What follows belongs to an exercise in optimizing a design on an open flow for a short achievable clock period and few clock cycles; a production flow would make more cautious choices.
Only simulation tests tie the RTL to the original design; equivalence was not proved.
Power figures rest on the tool's default switching activity, not on a simulated workload.

==> flow/design.v <==
module encryption_engine (
    input wire sysclk,
    input wire arduino_execute,
    output reg arduino_isfinished,
    input wire arduino_reset,
    input wire [7:0] mem_src_dout,
    output reg mem_src_clk,
    output wire mem_src_oce,
    output reg mem_src_ce,
    output reg mem_src_wre,
    output reg [13:0] mem_src_ad,
    output reg [7:0] mem_src_din,
    input wire [7:0] mem_key_dout,
    output reg mem_key_clk,
    output wire mem_key_oce,
    output reg mem_key_ce,
    output reg mem_key_wre,
    output reg [13:0] mem_key_ad,
    output reg [7:0] mem_key_din,
    input wire [7:0] mem_cmd_dout,
    output reg mem_cmd_clk,
    output wire mem_cmd_oce,
    output reg mem_cmd_ce,
    output reg mem_cmd_wre,
    output reg [13:0] mem_cmd_ad,
    output reg [7:0] mem_cmd_din,
    input wire [7:0] mem_dst_dout,
    output reg mem_dst_clk,
    output wire mem_dst_oce,
    output reg mem_dst_ce,
    output reg mem_dst_wre,
    output reg [13:0] mem_dst_ad,
    output reg [7:0] mem_dst_din,
    input wire [7:0] mem_ram_dout,
    output reg mem_ram_clk,
    output wire mem_ram_oce,
    output reg mem_ram_ce,
    output reg mem_ram_wre,
    output reg [13:0] mem_ram_ad,
    output reg [7:0] mem_ram_din
);
    assign mem_src_oce = 1'b0;
    assign mem_key_oce = 1'b0;
    assign mem_cmd_oce = 1'b0;
    assign mem_dst_oce = 1'b0;
    assign mem_ram_oce = 1'b0;
    localparam S_IDLE  = 3'd0;    
    localparam S_RD    = 3'd1;    
    localparam S_DEC   = 3'd2;    
    localparam S_BULK  = 3'd3;    
    localparam S_WR    = 3'd4;    
    localparam S_DONE  = 3'd5;    
    reg        ph;                
    reg        exe_r;
    reg [2:0]  state;
    reg [13:0] pc;
    reg [7:0]  opc;               
    reg [1:0]  nopr;              
    reg [7:0]  reg_bank_select;
    reg [15:0] lfsr;
    reg [7:0]  imm;               
    reg [7:0] r_src, r_key, r_cmd, r_dst, r_ram;
    reg [13:0] ar;                
    reg [13:0] a1;                
    reg        rv;                
    reg        p1;                
    reg [4:0]  sel_a, sel_b;      
    reg [4:0]  wr;                
    reg        is35, is22;
    wire [15:0] l8 = {lfsr[7:0],
                      lfsr[14]^lfsr[12]^lfsr[11]^lfsr[9],
                      lfsr[13]^lfsr[11]^lfsr[10]^lfsr[8],
                      lfsr[12]^lfsr[10]^lfsr[9]^lfsr[7],
                      lfsr[11]^lfsr[9]^lfsr[8]^lfsr[6],
                      lfsr[10]^lfsr[8]^lfsr[7]^lfsr[5],
                      lfsr[9]^lfsr[7]^lfsr[6]^lfsr[4],
                      lfsr[8]^lfsr[6]^lfsr[5]^lfsr[3],
                      lfsr[7]^lfsr[5]^lfsr[4]^lfsr[2]};
    wire [7:0] key = {l8[0], l8[1], l8[2], l8[3], l8[4], l8[5], l8[6], l8[7]};
    function [7:0] pick;
        input [4:0] s;
        input [7:0] d0, d1, d2, d3, d4;
        pick = ({8{s[0]}} & d0) | ({8{s[1]}} & d1) | ({8{s[2]}} & d2) |
               ({8{s[3]}} & d3) | ({8{s[4]}} & d4);
    endfunction
    wire [7:0] va = pick(sel_a, r_src, r_key, r_cmd, r_dst, r_ram);
    wire [7:0] vb = pick(sel_b, r_src, r_key, r_cmd, r_dst, r_ram);
    wire [7:0] wdata = va ^ vb ^ (is35 ? key : 8'd0) ^ (is22 ? imm : 8'd0);
    function [4:0] onehot4;
        input [1:0] b;
        onehot4 = {1'b0, b == 2'd3, b == 2'd2, b == 2'd1, b == 2'd0};
    endfunction
    wire [4:0] bank_a = onehot4(reg_bank_select[7:6]);
    wire [4:0] bank_b = onehot4(reg_bank_select[5:4]);
    wire [4:0] bank_c = onehot4(reg_bank_select[3:2]);
    wire [13:0] pc1 = pc + 14'd1;
    wire [13:0] an = ar + 14'd1;
    always @(posedge sysclk) begin
        r_src <= mem_src_dout;
        r_key <= mem_key_dout;
        r_cmd <= mem_cmd_dout;
        r_dst <= mem_dst_dout;
        r_ram <= mem_ram_dout;
    end
    always @(posedge sysclk) begin
        if (arduino_reset) begin
            ph <= 1'b0;
            mem_src_clk <= 1'b0;
            mem_key_clk <= 1'b0;
            mem_cmd_clk <= 1'b0;
            mem_dst_clk <= 1'b0;
            mem_ram_clk <= 1'b0;
            exe_r <= 1'b0;
        end else begin
            ph <= ~ph;
            mem_src_clk <= ~ph;
            mem_key_clk <= ~ph;
            mem_cmd_clk <= ~ph;
            mem_dst_clk <= ~ph;
            mem_ram_clk <= ~ph;
            exe_r <= arduino_execute;
        end
    end
    always @(posedge sysclk) begin
        if (arduino_reset) begin
            arduino_isfinished <= 1'b0;
            state <= S_IDLE;
            pc <= 14'd0;
            opc <= 8'd0;
            nopr <= 2'd0;
            reg_bank_select <= 8'd0;
            lfsr <= 16'd0;
            imm <= 8'd0;
            ar <= 14'd0;
            a1 <= 14'd0;
            rv <= 1'b0;
            p1 <= 1'b0;
            sel_a <= 5'd0;
            sel_b <= 5'd0;
            wr <= 5'd0;
            is35 <= 1'b0;
            is22 <= 1'b0;
            mem_src_ce <= 1'b0; mem_src_wre <= 1'b0; mem_src_ad <= 14'd0; mem_src_din <= 8'd0;
            mem_key_ce <= 1'b0; mem_key_wre <= 1'b0; mem_key_ad <= 14'd0; mem_key_din <= 8'd0;
            mem_cmd_ce <= 1'b0; mem_cmd_wre <= 1'b0; mem_cmd_ad <= 14'd0; mem_cmd_din <= 8'd0;
            mem_dst_ce <= 1'b0; mem_dst_wre <= 1'b0; mem_dst_ad <= 14'd0; mem_dst_din <= 8'd0;
            mem_ram_ce <= 1'b0; mem_ram_wre <= 1'b0; mem_ram_ad <= 14'd0; mem_ram_din <= 8'd0;
        end else if (ph) begin
            case (state)
                S_IDLE: begin
                    arduino_isfinished <= 1'b0;
                    if (exe_r) begin
                        pc <= 14'd0;
                        nopr <= 2'd0;
                        mem_cmd_ad <= 14'd0;
                        mem_cmd_ce <= 1'b1;
                        state <= S_RD;
                    end
                end
                S_RD: state <= S_DEC;
                S_DEC: begin
                    if (nopr == 2'd0) opc <= r_cmd;
                    case (nopr == 2'd0 ? r_cmd : opc)
                        8'h01: begin
                            mem_cmd_ce <= 1'b0;
                            arduino_isfinished <= 1'b1;
                            state <= S_DONE;
                        end
                        8'h19: begin
                            mem_cmd_ce <= 1'b0;
                            mem_dst_ad <= 14'd0;
                            mem_dst_din <= reg_bank_select;
                            mem_dst_ce <= 1'b1;
                            mem_dst_wre <= 1'b1;
                            nopr <= 2'd1;
                            state <= S_WR;
                        end
                        8'h20: begin
                            if (nopr == 2'd0) begin
                                nopr <= 2'd1;
                                pc <= pc1;
                                mem_cmd_ad <= pc1;
                                state <= S_RD;
                            end else begin
                                reg_bank_select <= r_cmd;
                                nopr <= 2'd0;
                                pc <= pc1;
                                mem_cmd_ad <= pc1;
                                state <= S_RD;
                            end
                        end
                        8'h31: begin
                            if (nopr == 2'd1) lfsr[15:8] <= r_cmd;
                            if (nopr == 2'd2) begin
                                lfsr[7:0] <= r_cmd;
                                nopr <= 2'd0;
                            end else begin
                                nopr <= nopr + 2'd1;
                            end
                            pc <= pc1;
                            mem_cmd_ad <= pc1;
                            state <= S_RD;
                        end
                        8'h33: begin
                            lfsr <= {lfsr[14:0], lfsr[14]^lfsr[12]^lfsr[11]^lfsr[9]};
                            pc <= pc1;
                            mem_cmd_ad <= pc1;
                            state <= S_RD;
                        end
                        8'h34: begin
                            mem_cmd_ce <= 1'b0;
                            mem_dst_ad <= 14'd0;
                            mem_dst_din <= lfsr[15:8];
                            mem_dst_ce <= 1'b1;
                            mem_dst_wre <= 1'b1;
                            nopr <= 2'd2;
                            state <= S_WR;
                        end
                        8'h22, 8'h24, 8'h25, 8'h26, 8'h30, 8'h35: begin
                            if ((nopr == 2'd0) && (r_cmd == 8'h22)) begin
                                nopr <= 2'd1;
                                pc <= pc1;
                                mem_cmd_ad <= pc1;
                                state <= S_RD;
                            end else begin
                                if (nopr != 2'd0) imm <= r_cmd;
                                nopr <= 2'd0;
                                is22 <= (opc == 8'h22) && (nopr != 2'd0);
                                is35 <= (r_cmd == 8'h35) && (nopr == 2'd0);
                                case (nopr == 2'd0 ? r_cmd : 8'h22)
                                    8'h22: begin sel_a <= 5'd0;  sel_b <= 5'd0;   wr <= bank_a; end
                                    8'h24: begin sel_a <= bank_a; sel_b <= 5'd0;  wr <= bank_b; end
                                    8'h25: begin sel_a <= bank_a; sel_b <= 5'd0;  wr <= 5'b10000; end
                                    8'h26: begin sel_a <= 5'b10000; sel_b <= 5'd0; wr <= bank_a; end
                                    8'h30: begin sel_a <= bank_a; sel_b <= bank_b; wr <= bank_c; end
                                    default: begin sel_a <= bank_a; sel_b <= 5'd0; wr <= bank_b; end
                                endcase
                                mem_src_ad <= 14'd0; mem_key_ad <= 14'd0; mem_cmd_ad <= 14'd0;
                                mem_dst_ad <= 14'd0; mem_ram_ad <= 14'd0;
                                mem_src_ce <= 1'b1; mem_key_ce <= 1'b1; mem_cmd_ce <= 1'b1;
                                mem_dst_ce <= 1'b1; mem_ram_ce <= 1'b1;
                                ar <= 14'd0;
                                rv <= 1'b1;
                                p1 <= 1'b0;
                                state <= S_BULK;
                            end
                        end
                        default: begin
                            pc <= pc1;
                            mem_cmd_ad <= pc1;
                            state <= S_RD;
                        end
                    endcase
                end
                S_WR: begin
                    if (nopr == 2'd2) begin
                        mem_dst_ad <= 14'd1;
                        mem_dst_din <= lfsr[7:0];
                        nopr <= 2'd1;
                    end else begin
                        mem_dst_ce <= 1'b0;
                        mem_dst_wre <= 1'b0;
                        nopr <= 2'd0;
                        pc <= pc1;
                        mem_cmd_ad <= pc1;
                        mem_cmd_ce <= 1'b1;
                        state <= S_RD;
                    end
                end
                S_BULK: begin
                    ar <= an;
                    if (ar == 14'h3fff) rv <= 1'b0;
                    p1 <= rv;
                    a1 <= ar;
                    if (is35 && p1) lfsr <= l8;
                    if (wr[0]) begin mem_src_ad <= a1; mem_src_din <= wdata; mem_src_wre <= 1'b1; mem_src_ce <= p1; end
                    else begin mem_src_ad <= an; mem_src_ce <= rv; end
                    if (wr[1]) begin mem_key_ad <= a1; mem_key_din <= wdata; mem_key_wre <= 1'b1; mem_key_ce <= p1; end
                    else begin mem_key_ad <= an; mem_key_ce <= rv; end
                    if (wr[3]) begin mem_dst_ad <= a1; mem_dst_din <= wdata; mem_dst_wre <= 1'b1; mem_dst_ce <= p1; end
                    else begin mem_dst_ad <= an; mem_dst_ce <= rv; end
                    if (wr[4]) begin mem_ram_ad <= a1; mem_ram_din <= wdata; mem_ram_wre <= 1'b1; mem_ram_ce <= p1; end
                    else begin mem_ram_ad <= an; mem_ram_ce <= rv; end
                    mem_cmd_ad <= an;
                    mem_cmd_ce <= rv;
                    if (!rv && !p1) begin
                        mem_src_wre <= 1'b0; mem_key_wre <= 1'b0;
                        mem_dst_wre <= 1'b0; mem_ram_wre <= 1'b0;
                        mem_src_ce <= 1'b0; mem_key_ce <= 1'b0;
                        mem_dst_ce <= 1'b0; mem_ram_ce <= 1'b0;
                        pc <= pc1;
                        mem_cmd_ad <= pc1;
                        mem_cmd_ce <= 1'b1;
                        state <= S_RD;
                    end
                end
                S_DONE: begin
                    if (!exe_r) begin
                        arduino_isfinished <= 1'b0;
                        state <= S_IDLE;
                    end
                end
                default: state <= S_IDLE;
            endcase
        end
    end
endmodule
==> flow/run.sh <==
#!/bin/bash
# synth_recipe.tcl (not shown) runs the flow's synth.tcl, then flattens the netlist and writes it again
# the make line also repeats each setting of config.mk as NAME=value (left out here)
make -C /OpenROAD-flow-scripts/flow DESIGN_CONFIG=/design/flow/config.mk WORK_HOME=/design/flow/orfs CLKGATE_MAP_FILE= SYNTH_SCRIPT=/design/flow/synth_recipe.tcl finish
==> flow/config.mk <==
export PLATFORM = sky130hd
export DESIGN_NAME = encryption_engine
export DESIGN_NICKNAME = encryption_engine
export VERILOG_FILES = /design/flow/design.v
export SDC_FILE = /design/flow/constraint.sdc
export NUM_CORES = 4
export LEC_CHECK = 0
export CAP_MARGIN = 20
export CORE_MARGIN = 2
export CORE_UTILIZATION = 40
export SLEW_MARGIN = 20
==> flow/constraint.sdc <==
create_clock -name core_clock -period 6.0 [get_ports {sysclk}]
set_input_delay 1.2000 -clock core_clock [delete_from_list [all_inputs] [get_ports {sysclk}]]
set_output_delay 1.2000 -clock core_clock [all_outputs]
set_load 0.01 [all_outputs]
==> run_results.csv, run 1 <==
group,metric,value,unit
cells_and_area,drive_above_1_share,0.0682,
power_and_ir_drop,combPwrFrac,0.034,
floorplan,rows,63,
synthesis,synth_top_area_share,0.431,
synthesis,synth_edf_count,0,
setup_path,start_kind,"flop",
route,post-route-drc-count,0,
timing,setup_tns,0,ns
synthesis,synthFlopType,"dfxtp_1",
cells_and_area,regArea,5170,sq um
cts,insertion_delay,0.55,ns
placed_design,portBuffers,159,
timing,final_hold_viol_count,0,
setup_path,slowest_stage,"a21oi_1",
route,wl_per_cell,18.8,microns
timing,finClkSkew,0.0174,ns
synthesis,post-synth-top-count-cell,"dfxtp_1",
synthesis,synth-warning-count,1,
setup_path,endpoint_kind,"flop",
grt,grt_pass1_wl,53800,microns
setup_path,r2r_slack,2.21,ns
synthesis,synth-seq-cells,258,
worst_hold_path,hold_depth,2,
setup_path,crit_chain,"or2_1, a21oi_4, nor4_1, o21ai_1, a21oi_1, a22o_1",
worst_hold_path,hold_class,"flop to flop",
power_and_ir_drop,powerDensity,261,nW/um^2
timing,slew_violations,0,
route,vias_per_cell,5.58,
power_and_ir_drop,p_leak,5.17,nW
power_and_ir_drop,pwr-share-clk,0.507,
cts,clkTransAtPathRegs,0.06,ns
route,wirelength,35100,microns
placed_design,dpl_worst_slack,2.05,ns
route,ant_nets,0,
cts,clockBufferDepth,3,
power_and_ir_drop,switching_share,0.214,
power_and_ir_drop,p_total,3.83,mW
power_and_ir_drop,seq_power_share,0.459,
timing,setup_violations,0,
grt,grt_max_degree,84,
power_and_ir_drop,vdd_drop_max,205,uV
timing,relSlewSlack,0.266,
synthesis,ys_async_sr_fraction,0,
setup_path,crit_fanout,18,
worst_hold_path,min_to,"lfsr[15]",
route,drt_iter0_drc,1005,
setup_path,worstPathArrival,4.27,ns
setup_path,critPathKind,"flop to flop",
cts,post_cts_resized,0,
cells_and_area,num_antenna_cells,0,
worst_hold_path,min_from,"lfsr[15]",
cts,cts_buffers,29,
floorplan,ios,174,
floorplan,die_h,177,microns
grt,grt_pass1_vias,9455,
cells_and_area,nFillCells,2821,
grt,globalRouteOverflowTotal,0,
synthesis,syn-mean-instance-area,8.68,sq um
synthesis,synth_common_cells,"dfxtp_1 (258), nand2_1 (184), nor2_1 (117)",
route,vias,10447,
grt,antenna_found_initial,0,
synthesis,yosys.area.top_type,"dfxtp_1",
timing,rsz0062_at_grt,"false",
placed_design,dp_hpwl,24700,microns
synthesis,yosysSeqAreaShare,0.431,
synthesis,syn_area,12000,sq um
power_and_ir_drop,power.internal,3.01,mW
timing,min_period,3.79,ns
timing,max_freq,264,MHz
cells_and_area,multi_input_area,6200,sq um
cts,ctsHoldBuffers,0,
cts,htree_levels,1,
timing,fin_crit_sh,0.631,
run_status,status,"no timing/DRC/antenna violations",
placed_design,gp_congestion,0.868,
setup_path,rr_endpoint,"mem_cmd_ad[6]",
timing,worst_pin_slew,1.10,ns
cts,cts_tree,"yes",
synthesis,synth_cell_types,80,
job,maxCapViolations,0,
setup_path,reg2reg_depth,6,
synthesis,synth_area_leaders,"dfxtp_1 (43%), nand2_1 (5.8%), a22o_1 (4.7%), mux2i_1 (4.3%), a21oi_1 (4.1%)",
setup_path,worstPathRequired,6.48,ns
route,drt_pass1_iterations,6,
floorplan,start_util,0.405,
cells_and_area,area_growth,22.3,%
floorplan,core_area,29600,sq um
cells_and_area,fin_nets,1505,
power_and_ir_drop,switchingPower,0.820,mW
setup_path,r2r_start,"nopr[0]",
timing,whs,0.457,ns
timing,fin_ws,2.21,ns
cts,clock-sinks,258,
grt,track_usage,0.214,
cts,cts-root-buf,"clkbuf_16",
cts,cts_setup_buffers,0,
synthesis,synth_cells,1381,
floorplan,die_w,177,microns
setup_path,slowest_delay,0.93,ns
floorplan,die_area,31400,sq um
stage by stage:
stage	util	cell area, sq um	cells
5_1_grt	0.496	14700	1871
4_1_cts	0.495	14600	1871
3_5_place_dp	0.459	13600	1819
2_1_floorplan	-	12000	1394
6_report	0.496	14700	1871
3_3_place_gp	0.459	13600	1819
sequential cells by signal (all words and copies together) (netlist names), 14 cells and up:
| register | flops |
|---|---|
| mem_ram_ad | 14 |
| mem_cmd_ad | 14 |
| mem_dst_ad | 14 |
| mem_src_ad | 14 |
| mem_key_ad | 14 |
| a1 | 14 |
| lfsr | 16 |
| pc | 14 |
| ar | 14 |
cell type report:
class | count | area share
Clock buffer | 38 | 0.0566
Clock inverter | 14 | 0.0157
Inverter | 15 | 0.00384
Multi-Input combinational cell | 984 | 0.423
Sequential cell | 258 | 0.352
Tap cell | 390 | 0.0333
Timing Repair Buffer | 172 | 0.115
logic make-up (layout without fill, tap and decap cells):
group	count (synthesis)	count (layout)	synth area share
xor gates and xnor gates	65	65	0.0475
other	1	14	0.000313
adders and majority gates	2	2	0.00209
and+or+nand+nor	452	452	0.178
AOI/OAI and AO/OA	395	395	0.234
buffers and inverters	152	239	0.0588
DFF	258	258	0.431
muxes	56	56	0.0478
placed cells by master, fill, tap and decap left out, types with 8 or more instances in the layout:
master	instances
dfxtp_1	257
a211oi_1	32
or3_1	12
a22oi_1	8
mux2i_1	51
a221oi_1	11
xnor2_1	42
a22o_1	65
nand3_1	28
o21ai_0	68
nor2_1	116
a221o_1	9
buf_4	14
clkbuf_16	29
nand2_1	184
and3_1	9
nor2b_1	12
a222oi_1	8
o22ai_1	16
xor2_1	23
o21a_1	8
a211o_1	16
a21oi_1	98
conb_1	14
clkdlybuf4s50_1	158
o2bb2ai_1	9
nor3_1	23
o221a_2	9
inv_1	14
worst max-delay path by stage:
stage,start,endpoint,cells past startpoint
6_report,nopr[0],mem_cmd_ad[6],6
3_3_place_gp,arduino_reset,pc[12],7
4_1_cts,nopr[0],pc[12],7
5_1_grt,nopr[0],pc[3],6
3_5_place_dp,arduino_reset,pc[12],7
2_1_floorplan,arduino_reset,pc[11],8
metal layers:
layer  vias to the layer above  wire length, microns  GRT usage
met5                         -                     0          0
met4                         0                   975     0.0685
met3                        71                  1990     0.0288
met2                       354                 15800      0.341
met1                      4919                 16400      0.300
li1                       5103                     -          -
power by group through the flow:
stage | combinational (mW) | clock, mW | sequential [mW]
after floorplan | 0.0968 | 0 | 1.78
after global placement | 0.126 | 0 | 1.79
after detailed placement | 0.127 | 0 | 1.80
after CTS | 0.127 | 1.97 | 1.76
after global routing | 0.139 | 2.05 | 1.76
final | 0.129 | 1.94 | 1.76
worst max-delay path, delay by kind of cell (launching register included):
| kind | cells | cell delay [ns] |
|---|---|---|
| simple gates | 2 | 1.45 |
| compound gates | 4 | 1.71 |
| flops | 1 | 0.56 |
Testbench counts, summed over its fixed seeds: cycles 1,574,018.
==> inputs of run 2 (changes only) <==
--- a/flow/config.mk
+++ b/flow/config.mk
@@ -5,7 +5,9 @@
 export SDC_FILE = /design/flow/constraint.sdc
 export NUM_CORES = 4
 export LEC_CHECK = 0
+export ABC_CLOCK_PERIOD_IN_PS = 2000
 export CAP_MARGIN = 20
 export CORE_MARGIN = 2
 export CORE_UTILIZATION = 40
+export SETUP_SLACK_MARGIN = 4.0
 export SLEW_MARGIN = 20
==> run_results.csv, run 2 <==
group,metric,value,unit
floorplan,die_area,31400,sq um
run_status,status,"no timing/DRC/antenna violations",
cells_and_area,final_common_cell,"nand2_1",
cts,cts-root-buf,"clkbuf_16",
cells_and_area,largest_register,"lfsr",
setup_path,worstPathRequired,6.49,ns
synthesis,synth_cell_types,80,
cells_and_area,drive_above_1_share,0.390,
floorplan,die_h,177,microns
route,wirelength,40800,microns
grt,grt_pass1_wl,61000,microns
route,drt_iter0_drc,962,
cts,cts_tree,"yes",
synthesis,synthFlopType,"dfxtp_1",
synthesis,ys_async_sr_fraction,0,
power_and_ir_drop,power.internal,2.95,mW
power_and_ir_drop,combPwrFrac,0.059,
placed_design,gp_congestion,0.874,
route,vias,11610,
floorplan,start_util,0.405,
route,ant_nets,0,
setup_path,slowest_stage,"o41a_4",
worst_hold_path,hold_class,"flop to flop",
placed_design,portBuffers,159,
setup_path,endpoint_kind,"flop",
setup_path,r2r_start,"nopr[1]",
cells_and_area,num_antenna_cells,0,
power_and_ir_drop,seq_power_share,0.460,
power_and_ir_drop,p_leak,6.83,nW
timing,setup_tns,0,ns
placed_design,dp_hpwl,24600,microns
synthesis,synth_area_leaders,"dfxtp_1 (43%), nand2_1 (5.8%), a22o_1 (4.7%), mux2i_1 (4.3%), a21oi_1 (4.1%)",
cells_and_area,layout.cells.non_filler,2039,
power_and_ir_drop,switching_share,0.223,
timing,final_hold_viol_count,0,
placed_design,placed_cells,1815,
cts,htree_levels,1,
synthesis,post-synth-top-count-cell,"dfxtp_1",
timing,worst_pin_slew,1.07,ns
power_and_ir_drop,switchingPower,0.849,mW
cts,cts_buffers,28,
cells_and_area,layout_common_cells,"nand2_1 (173), buf_6 (150), dfxtp_1 (129)",
cts,clkTransAtPathRegs,0.06,ns
setup_path,critPathKind,"flop to flop",
timing,relSlewSlack,0.289,
timing,whs,0.464,ns
placed_design,dpl_worst_slack,2.06,ns
setup_path,r2r_slack,3.40,ns
floorplan,core_area,29600,sq um
setup_path,crit_fanout,8,
grt,grt_pass1_vias,10777,
setup_path,slowest_delay,0.39,ns
floorplan,ios,174,
timing,finClkSkew,0.0140,ns
cts,clock-sinks,258,
setup_path,crit_chain,"or2_4, a21oi_4, and4bb_4, buf_6, o41a_4, a311oi_4, buf_12, and3_1, a221o_1",
route,wl_per_cell,20.0,microns
grt,grt_max_degree,85,
cts,clockBufferDepth,3,
synthesis,synth-warning-count,1,
power_and_ir_drop,pwr-share-clk,0.481,
synthesis,yosys.area.top_type,"dfxtp_1",
synthesis,synth_top_area_share,0.431,
job,maxCapViolations,0,
synthesis,synth_cells,1381,
timing,fin_crit_sh,0.433,
timing,rsz0062_at_grt,"true",
timing,setup_violations,0,
setup_path,cp-startpoint,"nopr[1]",
cts,insertion_delay,0.55,ns
synthesis,synth-seq-cells,258,
synthesis,synth_common_cells,"dfxtp_1 (258), nand2_1 (184), nor2_1 (117)",
synthesis,syn_area,12000,sq um
timing,min_period,2.60,ns
cts,ctsHoldBuffers,0,
route,drt_pass1_iterations,6,
setup_path,start_kind,"flop",
synthesis,syn-mean-instance-area,8.68,sq um
timing,slew_violations,0,
route,vias_per_cell,5.69,
cells_and_area,area_growth,47.9,%
floorplan,die_w,177,microns
grt,globalRouteOverflowTotal,0,
grt,track_usage,0.243,
grt,antenna_found_initial,0,
setup_path,critical_path.top_delay_family,"compound AO/OA/AOI/OAI gates",
cells_and_area,fin_nets,1673,
cells_and_area,largest_reg_flops,16,
synthesis,yosysSeqAreaShare,0.431,
floorplan,rows,63,
power_and_ir_drop,powerDensity,214,nW/um^2
synthesis,synth_edf_count,0,
power_and_ir_drop,p_total,3.80,mW
route,post-route-drc-count,0,
setup_path,worstPathArrival,3.09,ns
power_and_ir_drop,vdd_drop_max,215,uV
timing,max_freq,385,MHz
timing,fin_ws,3.40,ns
worst_hold_path,min_from,"mem_dst_ad[9]",
setup_path,crit_buf_inv,2,
==> run 2: cell counts after synthesis <==
No cell type changed its count.
==> run 2: path summary, 6_finish.rpt <==
kind                         to  cells past startpoint
hold reg to reg   mem_dst_ad[9]                      2
setup / recovery         pc[12]                      9
hold / removal    mem_dst_ad[9]                      2
setup reg to reg         pc[12]                      9
==> run 2: cell families (layout without fill, tap and decap cells) <==
| kind of cell | after synthesis | in the layout | synth area share |
|---|---|---|---|
| flops | 258 | 258 | 0.431 |
| other cells | 1 | 14 | 0.000313 |
| xor+xnor | 65 | 65 | 0.0475 |
| compound gates | 395 | 398 | 0.234 |
| fa+ha+maj | 2 | 2 | 0.00209 |
| mux | 56 | 56 | 0.0478 |
| buf+inv | 152 | 398 | 0.0588 |
| simple gates | 452 | 458 | 0.178 |
==> run 2: what timing repair did <==
item                       CTS  global route
pin swaps                   55            56
gates resized for setup    870            91
setup buffers              109            48
cloned                      10             6
setup endpoints to repair  335           335
==> run 2: layout make-up <==
cell class              instances  area (sq um)
clock buffers                  44           872
clock inverters                 7           119
fillers                      2451         11800
inverters                      15          72.6
multi-input cells             993          7360
flip-flops and latches        258          5370
well taps                     390           488
repair buffers                332          3450
==> run 2: routing by layer <==
layer | wire (microns) | track usage
met5 | 0 | 0
met4 | 1330 | 0.0789
met3 | 2440 | 0.0341
met2 | 19300 | 0.404
met1 | 17800 | 0.324
==> run 2: power groups by stage <==
stage | Clock [mW] | Combinational, mW | Sequential [mW]
finish | 1.83 | 0.225 | 1.75
global route | 1.93 | 0.236 | 1.75
CTS | 1.85 | 0.184 | 1.75
detailed placement | 0 | 0.136 | 1.79
global placement | 0 | 0.135 | 1.79
floorplan | 0 | 0.109 | 1.78
==> run 2: through the flow <==
stage                      util  area, sq um
after floorplan               -        12400
after global placement    0.466        13800
after detailed placement  0.466        13800
after CTS                 0.568        16800
after global routing      0.600        17700
final                     0.600        17700
==> run 2: worst register-to-register path, delay by kind of cell (launching register included) <==
kind / cells / cell delay (ns)
buffers and inverters: 2 / 0.31
and+or+nand+nor: 3 / 0.79
DFF: 1 / 0.38
AOI/OAI and AO/OA: 4 / 1.08
==> inputs of run 3 (changes only) <==
--- a/flow/config.mk
+++ b/flow/config.mk
@@ -5,9 +5,9 @@
 export SDC_FILE = /design/flow/constraint.sdc
 export NUM_CORES = 4
 export LEC_CHECK = 0
-export ABC_CLOCK_PERIOD_IN_PS = 2000
+export ABC_CLOCK_PERIOD_IN_PS = 2500
 export CAP_MARGIN = 20
 export CORE_MARGIN = 2
 export CORE_UTILIZATION = 40
-export SETUP_SLACK_MARGIN = 4.0
+export SETUP_SLACK_MARGIN = 3.0
 export SLEW_MARGIN = 20
==> run_results.csv, run 3 <==
group,metric,value,unit
synthesis,synthFlopType,"dfxtp_1",
cells_and_area,multi_input_area,6350,sq um
cells_and_area,final_common_cell,"dfxtp_1",
setup_path,crit_fanout,17,
timing,worst_pin_slew,0.937,ns
grt,grt_pass1_wl,54000,microns
grt,grt_max_degree,84,
timing,fin_crit_sh,0.490,
job,maxCapViolations,0,
placed_design,placed_cells,1819,
cells_and_area,layout_common_cells,"dfxtp_1 (249), nand2_1 (183), clkdlybuf4s50_1 (158)",
floorplan,die_area,31400,sq um
synthesis,synth-warning-count,1,
route,wl_per_cell,18.7,microns
cells_and_area,layout.cells.non_filler,1874,
setup_path,slowest_delay,0.56,ns
setup_path,r2r_start,"r_cmd[7]",
grt,track_usage,0.215,
setup_path,critical_path.top_delay_family,"buffers and inverters",
setup_path,endpoint_kind,"output port",
synthesis,synthSimpleGateAreaFrac,0.178,
timing,setup_tns,0,ns
cells_and_area,fin_nets,1508,
cells_and_area,largest_reg_flops,16,
synthesis,synthAdderAreaFrac,0.00209,
synthesis,synth_common_cells,"dfxtp_1 (258), nand2_1 (184), nor2_1 (117)",
placed_design,portBuffers,159,
route,vias,10518,
route,vias_per_cell,5.61,
cts,clkTransAtPathRegs,0.06,ns
synthesis,synth-seq-cells,258,
setup_path,reg2reg_depth,8,
timing,rsz0062_at_grt,"true",
synthesis,post-synth-top-count-cell,"dfxtp_1",
grt,antenna_found_initial,0,
cells_and_area,area_growth,24.0,%
setup_path,cp-startpoint,"ph",
cells_and_area,drive_above_1_share,0.0923,
synthesis,synth_cells,1381,
cells_and_area,nFillCells,2804,
setup_path,rr_endpoint,"pc[12]",
timing,min_period,2.94,ns
worst_hold_path,hold_depth,2,
synthesis,synth_area_leaders,"dfxtp_1 (43%), nand2_1 (5.8%), a22o_1 (4.7%), mux2i_1 (4.3%), a21oi_1 (4.1%)",
route,drt_pass1_iterations,6,
route,ant_nets,0,
grt,grt_pass1_vias,9534,
synthesis,yosysSeqAreaShare,0.431,
worst_hold_path,hold_class,"flop to flop",
cts,clock-sinks,258,
synthesis,synth_top_area_share,0.431,
synthesis,synthMuxAreaShare,0.0478,
cts,ctsHoldBuffers,0,
floorplan,die_h,177,microns
cells_and_area,largest_register,"lfsr",
cts,cts_buffers,29,
setup_path,crit_chain,"buf_6, clkdlybuf4s50_1",
setup_path,worstPathRequired,4.80,ns
synthesis,synth_cell_types,80,
synthesis,syn-mean-instance-area,8.68,sq um
setup_path,endpoint,"mem_dst_clk",
route,post-route-drc-count,0,
synthesis,synth_top_family_by_area,"compound AO/OA/AOI/OAI gates",
setup_path,critPathKind,"flop to output port",
power_and_ir_drop,p_leak,5.22,nW
setup_path,r2r_slack,3.12,ns
power_and_ir_drop,vdd_drop_max,206,uV
cells_and_area,regArea,5180,sq um
setup_path,crit_buf_inv,2,
cts,cts-root-buf,"clkbuf_16",
synthesis,ys_async_sr_fraction,0,
timing,finClkSkew,0.0188,ns
placed_design,dp_hpwl,24700,microns
grt,globalRouteOverflowTotal,0,
power_and_ir_drop,powerDensity,258,nW/um^2
route,drt_iter0_drc,973,
synthesis,synth_edf_count,0,
run_status,status,"no timing/DRC/antenna violations",
floorplan,rows,63,
setup_path,start_kind,"flop",
cts,insertion_delay,0.55,ns
cts,clockBufferDepth,3,
timing,final_hold_viol_count,0,
setup_path,worstPathArrival,1.74,ns
placed_design,gp_congestion,0.868,
route,wirelength,35100,microns
cts,htree_levels,1,
synthesis,synth_xor_area_frac,0.0475,
setup_path,cp.depth,2,
synthesis,yosys.area.top_type,"dfxtp_1",
synthesis,syn_area,12000,sq um
floorplan,start_util,0.405,
synthesis,synth_compound_area_frac,0.234,
setup_path,slowest_stage,"clkdlybuf4s50_1",
timing,slew_violations,0,
cells_and_area,num_antenna_cells,0,
timing,max_freq,340,MHz
timing,relSlewSlack,0.375,
floorplan,ios,174,
floorplan,core_area,29600,sq um
floorplan,die_w,177,microns
timing,setup_violations,0,
cts,cts_tree,"yes",
## run 3: final cells by class
type / count / area share
clock buffers: 38 / 0.0558
clock inverters: 14 / 0.0155
multi-input cells: 984 / 0.427
flip-flops and latches: 258 / 0.348
inverters: 15 / 0.00404
well taps: 390 / 0.0328
repair buffers: 175 / 0.116
## run 3: power breakdown
| group | total (mW) | switching, mW | internal (mW) |
|---|---|---|---|
| clock network | 1.94 | 0.718 | 1.23 |
| logic | 0.133 | 0.0774 | 0.0557 |
| registers | 1.76 | 0.0279 | 1.73 |
## run 3: what timing repair did
| item | in CTS | in global routing |
|---|---|---|
| cloned | 0 | 0 |
| endpoints found under the setup margin | 151 | 123 |
| buffers inserted | 2 | 1 |
| pin swaps | 1 | 1 |
| gates resized for setup | 27 | 16 |
## run 3: worst min path at each step
| stage | startpoint | to | slack [ns] |
|---|---|---|---|
| 6_report | lfsr[15] | lfsr[15] | 0.46 |
| 4_1_cts | lfsr[15] | lfsr[15] | 0.46 |
| 3_5_place_dp | lfsr[15] | lfsr[15] | 0.45 |
| 2_1_floorplan | lfsr[15] | lfsr[15] | 0.44 |
| 3_3_place_gp | lfsr[15] | lfsr[15] | 0.44 |
| 5_1_grt | lfsr[15] | lfsr[15] | 0.48 |
## run 3: per-stage QoR
step	power (mW)	hold WS [ns]	setup slack (ns)	util	area [sq um]
final	3.84	0.457	3.06	0.503	14900
after floorplan	1.87	0.436	3.37	-	12000
after global routing	3.95	0.480	2.94	0.503	14900
after CTS	3.86	0.455	2.95	0.500	14800
after global placement	1.92	0.443	2.06	0.459	13600
after detailed placement	1.92	0.447	2.05	0.459	13600
## run 3: logic make-up (layout without fill, tap and decap cells)
family | count (synthesis) | count (layout)
buffers and inverters | 152 | 242
adders and majority gates | 2 | 2
muxes | 56 | 56
xor gates and xnor gates | 65 | 65
DFF | 258 | 258
other | 1 | 14
and+or+nand+nor | 452 | 452
AOI/OAI and AO/OA | 395 | 395
## run 3: worst min-delay path, cell delays in order (launching register included)
cell     delay [ns]
dfxtp_1        0.31
nand2_1        0.05
a21oi_1        0.05
## run 3: layer usage
layer	part of all wire	vias to the layer above	GRT usage	wire, microns
met1	0.47	4984	0.301	16400
met3	0.053	62	0.0268	1870
li1	-	5116	-	-
met2	0.45	356	0.344	15900
met5	0	-	0	0
met4	0.027	0	0.0675	934

[afterwards: timing with drivers on the ports]
In the flow no input, the clock included, has a driving cell. The finished layouts below were timed again as built, in two steps. Step 1 (the two cells are an assumption about what drives the block):
set clk [get_ports {sysclk}]
set_driving_cell -lib_cell sky130_fd_sc_hd__clkbuf_16 $clk
set_driving_cell -lib_cell sky130_fd_sc_hd__buf_2 [delete_from_list [all_inputs] $clk]
Step 2, shift: input delay + t, output delay - t, t = (earliest + latest rising clock arrival at the registers) / 2. This alone moves slack from input paths to output paths. Slacks: ideal ports / drivers / drivers and shift; pairs: ideal ports / drivers.
| run | t (ns) | setup WS [ns] | slew at the worst register clock pin (ns) |
|---|---|---|---|
| run 1 | 0.587 | 2.213 / 2.213 / 2.016 | 0.06 / 0.06 |
| run 2 | 0.592 | 3.405 / 3.405 / 2.855 | 0.07 / 0.07 |
| run 3 | 0.589 | 3.058 / 3.012 / 2.463 | 0.06 / 0.06 |
After both steps every run listed still meets setup and hold. For run 3, which loses most, drivers alone change the setup slack by -0.046 ns; drivers and shift together by -0.595 ns.
